What follows belongs to an exercise in optimizing a design on an open flow for small area, a short achievable clock period and few clock cycles; a production flow would make more cautious choices. In this exercise RTL edits were held to simulation tests only and were not proved equivalent to the original.

==> flow/design.v, too long to show whole: its modules and the start of the top module <==
// module M1: 751 lines
// module m1_fa: 4 lines
// module m1_ha: 4 lines
module M1 (
   input  logic         Clock,
   input  logic         Resetn,
   input  logic         start,
   output logic         done,
   input  logic  [15:0] SRAM_read_data,
   output logic  [17:0] SRAM_address,
   output logic  [15:0] SRAM_write_data,
   output logic         SRAM_we_n
);
  // ...
==> flow/flow/run.sh <==
#!/bin/bash
set -euo pipefail
bash standard.sh SETUP_SLACK_MARGIN=10 finish > standard_make.log 2>&1
==> flow/standard.sh <==
#!/bin/bash
# synth_recipe.tcl (not shown) runs the flow's synth.tcl, then flattens the netlist and writes it again
# the make line also repeats each setting of config.mk as NAME=value (left out here)
make -C /OpenROAD-flow-scripts/flow DESIGN_CONFIG=/design/flow/config.mk WORK_HOME=/design/flow/orfs CLKGATE_MAP_FILE= SYNTH_SCRIPT=/design/flow/synth_recipe.tcl "${@:-finish}"
==> flow/config.mk <==
export PLATFORM = sky130hd
export DESIGN_NAME = M1
export DESIGN_NICKNAME = M1
export VERILOG_FILES = /design/flow/design.v
export SDC_FILE = /design/flow/constraint.sdc
export NUM_CORES = 4
export LEC_CHECK = 0
export ABC_CLOCK_PERIOD_IN_PS = 4000
export CAP_MARGIN = 20
export CORE_MARGIN = 2
export CORE_UTILIZATION = 55
export CTS_BUF_LIST = sky130_fd_sc_hd__clkbuf_8 sky130_fd_sc_hd__clkbuf_16
export CTS_CLUSTER_SIZE = 20
export SETUP_SLACK_MARGIN = 5
export SLEW_MARGIN = 20
export SYNTH_HIERARCHICAL = 1
==> flow/constraint.sdc <==
create_clock -name core_clock -period 14.0 [get_ports {Clock}]
set_input_delay 2.8000 -clock core_clock [delete_from_list [all_inputs] [get_ports {Clock}]]
set_output_delay 2.8000 -clock core_clock [all_outputs]
set_load 0.01 [all_outputs]
==> flow_summary_export.csv, run 1 <==
group,metric,value,unit
run_status,outcome,"complete, no violations",
synth,synth_commonest_cells,"inv_1 (296), fa_1 (271), edfxtp_1 (266)",
routing,ant_nets,0,
timing,final-max-slew-violation-count,0,
synth,synth_area_leader_cell,"edfxtp_1",
clock_tree,cts_tree,"built",
final_layout,syn_to_final_growth,11.92,%
die,core,49050,um^2
synth,synthArstFlopShare,0.8949,%
placement,io_buffers,54,
placement,placed_area,28700,um^2
critical_path,rrSetupSlack,10.02,ns
synth,ys_seq_elements,447,
critical_path,cp_data_arrival_time,1.22,ns
synth,synth.distinct_cells,85,
die,dieArea,51630,um^2
routing,wirelength,62070,um
synth,yosys_most_used_dff,"edfxtp_1",
synth,ys.warnings.count,8,
synth,syn_area_per_cell,11.96,um^2
critical_path,timing.rr.start,"fs1[7]",
final_layout,largest_register,"win",
timing,rsz0062_at_grt,"yes",
critical_path,critPathRequiredTime,11.20,ns
routing,wl_met3,3173,um
timing,fin_setup_tns,0,ns
timing,setup_ws,9.981,ns
clock_tree,h-tree-depth,2,
synth,synth_nets,2804,
synth,syn_inst,2292,
critical_path,path_cells,"buf_6",
die,die_w,227.2,um
Testbench counts, summed over its fixed seeds: cycles 432,900.
==> inputs of run 2 (changes only) <==
--- a/flow/config.mk
+++ b/flow/config.mk
@@ -10,6 +10,5 @@
 export CORE_MARGIN = 2
 export CORE_UTILIZATION = 55
-export CTS_BUF_LIST = sky130_fd_sc_hd__clkbuf_8 sky130_fd_sc_hd__clkbuf_16
-export CTS_CLUSTER_SIZE = 20
+export CTS_BUF_LIST = sky130_fd_sc_hd__clkbuf_4 sky130_fd_sc_hd__clkbuf_8
 export SETUP_SLACK_MARGIN = 5
 export SLEW_MARGIN = 20
==> run 2 against run 1 <==
Cell area decreased by 0.73%. Routed wire length up 1.1%. Largest cell class unchanged. Still clean on timing, DRC and antenna. Hold slack got worse by 0.0048 ns. Via count rose by 0.68%. Non-clock buffer count decreased by 12. Die area unchanged. Clock skew shrank 0.0081 ns. Cell count is 1.5% higher. Area after synthesis unchanged.
==> flow_summary_export.csv, run 2 <==
group,metric,value,unit
routing,drt_iter0_markers,1402,
final_layout,multiInputGateArea,14460,um^2
die,initial_core_util,55.87,%
critical_path,cp-start-kind,"register",
synth,syn_area,27400,um^2
final_layout,largest_register_ffs,152,
placement,io_buffers,54,
clock_tree,cts_tree,"built",
critical_path,max_stage_delay,0.52,ns
synth,syn_inst,2292,
routing,ant_nets,0,
clock_tree,cts.sink_count,447,
timing,hold_viol,0,
timing,period_share,28.96,%
global_route,overflow,0,
clock_tree,cts_hold_buf,0,
synth,ys_seq_elements,447,
die,row_count,81,
synth,synthMuxAreaShare,1.484,%
critical_path,cp_num_cells,1,
critical_path,crit_buf_inv,1,
final_layout,drive_gt1_share,12.20,%
critical_path,timing.rr.start,"Yi[6]",
synth,synth.distinct_cells,85,
timing,min_period,4.054,ns
routing,wirelength,62780,um
flow_run,cap_violations,0,
timing,rsz0062_at_grt,"yes",
routing,routedWlPerCell,20.03,um
clock_tree,cts_buffers,78,
routing,vias_per_cell,5.593,
synth,synth_area_leader_cell,"edfxtp_1",
critical_path,crit_slowest_cell,"dfstp_2",
synth,synthArstFlopShare,0.8949,%
placement,dp_hpwl,46610,um
synth,ys.warnings.count,8,
die,dieArea,51630,um^2
min_path,hold_depth,0,
critical_path,reg2reg_depth,12,
final_layout,layout.nets,2916,
synth,synth_adder_area_share,30.04,%
global_route,grt_pass1_wl,99330,um
final_layout,most-common-layout-cells,"inv_1 (285), fa_1 (271), edfxtp_1 (266), ha_1 (221), dfxtp_1 (169)",
final_layout,final_common_cell,"inv_1",
clock_tree,clk_path_buf_depth,3,
critical_path,path_cells,"buf_6",
synth,synth_nets,2804,
global_route,grt_pass1_vias,18115,
synth,netlist.area_leader.share,29.15,%
placement,placed_area,28700,um^2
final_layout,largest_register,"win",
synth,ys_top_cells_by_area,"edfxtp_1 (29%), fa_1 (20%), dfxtp_1 (13%)",
timing,worstMarginPinSlew,0.9119,ns
critical_path,worstSetupPathType,"reg -> out",
synth,synth_top_family_by_area,"adder cells",
routing,drc,0,
min_path,hold_class,"reg -> reg",
global_route,antenna_found_initial,1,
timing,fin_worst_skew,0.02461,ns
synth,syn_area_per_cell,11.96,um^2
synth,seq_area_frac_synth,42.45,%
critical_path,critPathRequiredTime,11.20,ns
timing,relSlewSlack,38.56,%
placement,gp_congestion,0.9076,
timing,fmax,246.7,MHz
synth,synth_commonest_cells,"inv_1 (296), fa_1 (271), edfxtp_1 (266)",
clock_tree,cts_root_buffer,"clkbuf_8",
synth,synth_compound_area_share,10.58,%
final_layout,fin_area,30450,um^2
clock_tree,h-tree-depth,3,
timing,final-max-slew-violation-count,0,
final_layout,syn_to_final_growth,11.10,%
critical_path,rrSetupSlack,10.04,ns
final_layout,register_area,11640,um^2
final_layout,fillers,4008,
synth,synth_xor_area_share,2.991,%
critical_path,r2r_end,"Gq15",
min_path,min-delay-start,"fs4[8]",
synth,yosysMostFrequentCell,"inv_1",
synth,synth_edf_count,266,
die,dieHeight,227.2,um
timing,fin_setup_tns,0,ns
routing,dr.pass1.iters,6,
critical_path,path_delay_family,"flip-flops",
critical_path,endpoint_kind,"output pin",
timing,setup_viol,0,
critical_path,cp_data_arrival_time,1.25,ns
global_route,grt_max_degree,87,
die,ioPinCount,55,
global_route,grt_use_total,25.32,%
min_path,worstHoldEndpoint,"FqB[8]",
final_layout,reg_top3,"win: 152 flops, SRAM_address: 17 flops",
die,die_w,227.2,um
synth,yosys_most_used_dff,"edfxtp_1",
synth,yosys.area_share.simple,7.397,%
critical_path,crit_path_max_fanout,1,
clock_tree,clkTransAtPathRegs,0.07,ns
routing,vias,17527,
die,core,49050,um^2
clock_tree,clk_latency,0.65,ns
run_status,outcome,"complete, no violations",
[run 2: changes by cell type in the layout (fill, tap and decap cells not counted), sizes merged]
cell           delta
clkbuf           +56
buf              +18
clkdlybuf4s15    -18
inv               -6
dlygate4sd2       -4
bufinv            -3
clkinv            +2
diode             +1
[run 2: stage by stage]
| stage | cells | hold WS [ns] | utilization, % | worst slack [ns] |
|---|---|---|---|---|
| floorplan | 2292 | 0.3308 | - | 9.975 |
| global placement | 2973 | 0.3416 | 58.50 | 9.283 |
| detailed placement | 2973 | 0.3608 | 58.50 | 9.229 |
| CTS | 3129 | 0.3624 | 61.94 | 9.891 |
| global route | 3132 | 0.3730 | 62.06 | 9.883 |
| finish | 3134 | 0.3616 | 62.07 | 9.946 |
[run 2: how the worst max path moves through the flow]
stage / startpoint / to / slack (ns)
detailed placement: start / CP[7] / 9.23
finish: SRAM_we_n / SRAM_we_n / 9.95
global placement: start / CP[0] / 9.28
floorplan: start / WP[0] / 9.98
CTS: SRAM_we_n / SRAM_we_n / 9.89
global route: SRAM_we_n / SRAM_we_n / 9.88
[run 2: layout make-up]
class / count / area share (%)
Timing Repair Buffer: 90 / 2.199
Sequential cell: 447 / 38.25
Tap cell: 664 / 2.729
Clock inverter: 25 / 0.8712
Antenna cell: 2 / 0.01644
Multi-Input combinational cell: 1490 / 47.49
Inverter: 297 / 3.723
Clock buffer: 119 / 4.722
[run 2: per-module statistics from Yosys (local to each module, per instance)]
module  flip-flops and latches  copies in the design  cells inside
M1                         447                     1          1996
m1_ha                        0                    46             1
m1_fa                        0                   250             1
[run 2: timing repair]
action | 4_1_cts | 5_1_grt
resized for setup | 169 | 9
cloned | 1 | 0
setup endpoints to repair | 139 | 101
setup buffers | 11 | 2
pin swaps | 3 | 5
[run 2: routing by layer]
| layer | global-route usage (%) | part of all wire (%) | vias up |
|---|---|---|---|
| li1 | - | - | 8173 |
| met1 | 37.55 | 48 | 8764 |
| met2 | 39.05 | 45 | 475 |
| met3 | 4.040 | 5.0 | 113 |
| met4 | 6.684 | 2.3 | 2 |
| met5 | 0 | 0.019 | - |
[run 2: kinds of logic (layout without fill, tap and decap cells)]
| logic type | Yosys count | after routing |
|---|---|---|
| AND/OR/NAND/NOR | 424 | 425 |
| buffers and inverters | 356 | 531 |
| flip-flops | 447 | 447 |
| other | 0 | 2 |
| multiplexers | 37 | 37 |
| XOR/XNOR | 91 | 91 |
| AO/OA/AOI/OAI | 441 | 441 |
| adder cells (fa/ha/maj) | 496 | 496 |
==> inputs of run 3 (changes only) <==
--- a/flow/config.mk
+++ b/flow/config.mk
@@ -10,5 +10,4 @@
 export CORE_MARGIN = 2
 export CORE_UTILIZATION = 55
-export CTS_BUF_LIST = sky130_fd_sc_hd__clkbuf_4 sky130_fd_sc_hd__clkbuf_8
 export SETUP_SLACK_MARGIN = 5
 export SLEW_MARGIN = 20
==> run 3 against run 2 <==
Still clean on timing, DRC and antenna. Area after synthesis did not move. Core utilization grew 0.46 points. Critical path depth unchanged. Routed wire length is 1.1% lower. Synthesized cell count did not move. Worst setup slack improved by 0.035 ns. Cell count down 1.5%. Maximum frequency up 0.87%. Hold slack better by 0.0048 ns. Count of clock-buffer cells in the layout decreased by 55. Critical endpoint unchanged.
==> flow_summary_export.csv, run 3 <==
group,metric,value,unit
run_status,outcome,"complete, no violations",
timing,fin_setup_tns,0,ns
timing,period_share,28.71,%
timing,final-max-slew-violation-count,0,
routing,vias,17354,
global_route,grt_pass1_wl,98210,um
final_layout,largest_register_ffs,152,
clock_tree,cts.sink_count,447,
timing,worstMarginPinSlew,0.9587,ns
clock_tree,clk_latency,0.61,ns
final_layout,layout.nets,2899,
final_layout,reg_top3,"win: 152 flops, SRAM_address: 17 flops",
clock_tree,clk_path_buf_depth,3,
final_layout,drive_gt1_share,9.657,%
die,dieArea,51630,um^2
placement,placedCellCount,2973,
synth,synth_area_leader_cell,"edfxtp_1",
final_layout,final_common_cell,"inv_1",
global_route,grt_use_total,24.98,%
placement,io_buffers,54,
routing,drc,0,
placement,gp_congestion,0.9076,
routing,wirelength,62110,um
critical_path,worstSetupPathType,"reg -> out",
timing,setup_viol,0,
synth,synth_commonest_cells,"inv_1 (296), fa_1 (271), edfxtp_1 (266)",
synth,netlist.area_leader.share,29.15,%
synth,syn_area,27400,um^2
clock_tree,cts_tree,"built",
final_layout,fin_cells,3088,
critical_path,crit_slowest_cell,"dfstp_2",
timing,hold_viol,0,
synth,seq_area_frac_synth,42.45,%
critical_path,cp_data_arrival_time,1.22,ns
die,row_count,81,
flow_run,cap_violations,0,
critical_path,crit_buf_inv,1,
clock_tree,cts_root_buffer,"clkbuf_16",
clock_tree,cts_buffers,49,
synth,syn_inst,2292,
timing,fmax,248.8,MHz
critical_path,crit_path_max_fanout,1,
synth,synthArstFlopShare,0.8949,%
critical_path,rrSetupSlack,10.02,ns
routing,vias_per_cell,5.620,
synth,ys_seq_elements,447,
critical_path,endpoint_kind,"output pin",
timing,rsz0062_at_grt,"yes",
min_path,hold_class,"reg -> reg",
synth,syn_area_per_cell,11.96,um^2
final_layout,most-common-layout-cells,"inv_1 (285), fa_1 (271), edfxtp_1 (266), ha_1 (221), dfxtp_1 (167)",
clock_tree,h-tree-depth,2,
synth,ys.warnings.count,8,
die,die_w,227.2,um
routing,routedWlPerCell,20.11,um
timing,fin_worst_skew,0.03126,ns
die,core,49050,um^2
routing,drt_iter0_markers,1419,
placement,dp_hpwl,46610,um
timing,relSlewSlack,36.08,%
synth,ys_top_cells_by_area,"edfxtp_1 (29%), fa_1 (20%), dfxtp_1 (13%)",
timing,min_period,4.019,ns
critical_path,cp-start-kind,"register",
global_route,overflow,0,
critical_path,path_cells,"buf_6",
die,dieHeight,227.2,um
final_layout,syn_to_final_growth,11.92,%
critical_path,max_stage_delay,0.53,ns
critical_path,path_delay_family,"flip-flops",
synth,synth_nets,2804,
die,initial_core_util,55.87,%
die,ioPinCount,55,
synth,synth.distinct_cells,85,
synth,yosysMostFrequentCell,"inv_1",
synth,synth_edf_count,266,
global_route,grt_max_degree,87,
routing,dr.pass1.iters,6,
global_route,grt_pass1_vias,17732,
final_layout,largest_register,"win",
global_route,antenna_found_initial,0,
clock_tree,clkTransAtPathRegs,0.06,ns
synth,yosys_most_used_dff,"edfxtp_1",
routing,ant_nets,0,
critical_path,critPathRequiredTime,11.20,ns
run 3: changes by cell type in the layout (fill, tap and decap cells not counted), sizes merged:
cell           delta
clkbuf           -47
clkinv            -2
clkdlybuf4s15    +18
bufinv            +3
buf              -18
diode             -1
dlygate4sd2       +4
inv               -3
run 3: cell families after synthesis:
kind of cell    synth area share, %
fa+ha+maj                     30.04
flops                         42.45
compound gates                10.58
simple gates                  7.397
buf+inv                       5.054
xor+xnor                      2.991
mux                           1.484
run 3: layout make-up:
cell class | count | area [um^2]
clock buffers | 64 | 1354
inverters | 297 | 1141
multi-input cells | 1490 | 14480
clock inverters | 23 | 342.8
diodes | 1 | 2.502
well taps | 664 | 830.8
repair buffers | 102 | 874.6
fillers | 3937 | 18380
flip-flops and latches | 447 | 11650
run 3: path summary, 6_finish.rpt:
| path | startpoint | endpoint | depth (start not counted) |
|---|---|---|---|
| min | fs4[8] | FqB[8] | 0 |
| max | SRAM_we_n | SRAM_we_n | 1 |
| max in group asynchronous | Resetn | SRAM_we_n | 1 |
| min reg2reg | fs4[8] | FqB[8] | 0 |
| min in group asynchronous | Resetn | state[1] | 1 |
| max reg2reg | fs1[7] | Fq12 | 10 |
run 3: worst register-to-register path: cells and delay by family (launching register included):
family / cells / cell delay [ns]
buffers and inverters: 1 / 0.12
flip-flops: 1 / 0.29
AO/OA/AOI/OAI: 3 / 0.74
adder cells (fa/ha/maj): 6 / 2.71
run 3: per-stage QoR:
stage               setup slack (ns)  utilization [%]  instance area, um^2  hold WS (ns)
floorplan                      9.975                -                27420        0.3308
global placement               9.283            58.50                28700        0.3416
detailed placement             9.229            58.50                28700        0.3608
CTS                            9.938            62.25                30530        0.3694
global route                   9.918            62.52                30670        0.3740
finish                         9.981            62.53                30670        0.3664
run 3: per-module statistics from Yosys (local to each module, per instance):
module  flip-flops and latches  cells inside  times used  area [um^2]
M1                         447          1996           1        21820
m1_fa                        0             1         250        20.02
m1_ha                        0             1          46        12.51
run 3: per-layer routing:
metal  routed length [um]  vias up  global-route usage, %
li1                     -     8131                      -
met1                29600     8676                  37.50
met2                28000      465                  38.54
met3                 3238       82                  3.820
met4                 1265        0                  5.735
met5                    0        -                      0
run 3: timing repair:
action                     4_1_cts  5_1_grt
cloned                           1        0
gates resized for setup        108       26
pin swaps                        4        3
hold buffers                     0        0
setup endpoints to repair      154       43
setup buffers                   12       13

[what the ideal ports hide]
Ports are ideal in the flow. The routed layouts listed here were re-timed in OpenROAD. Step 1 sets driving cells, clkbuf_16 on the clock port and buf_2 on the other inputs (assumed; they add their load-dependent delay and slew). Step 2 moves the port delays by t, midway between the first and last clock arrival at a register: inputs arrive t later, outputs are due t later. That takes back most of the time a late clock gives input paths. Three values: ideal, step 1, step 2; two values: the first two.
run	t (ns)	setup WS [ns]	slew at the worst register clock pin (ns)	pins driven straight from the clock port
run 1	0.650	9.981 / 9.922 / 9.544	0.07 / 0.07	1
run 2	0.695	9.946 / 9.892 / 9.462	0.07 / 0.07	1
run 3	0.651	9.981 / 9.922 / 9.541	0.07 / 0.07	1
After both steps every run listed still meets setup and hold. For run 2, which loses most, drivers alone change the setup slack by -0.054 ns; drivers and shift together by -0.484 ns.
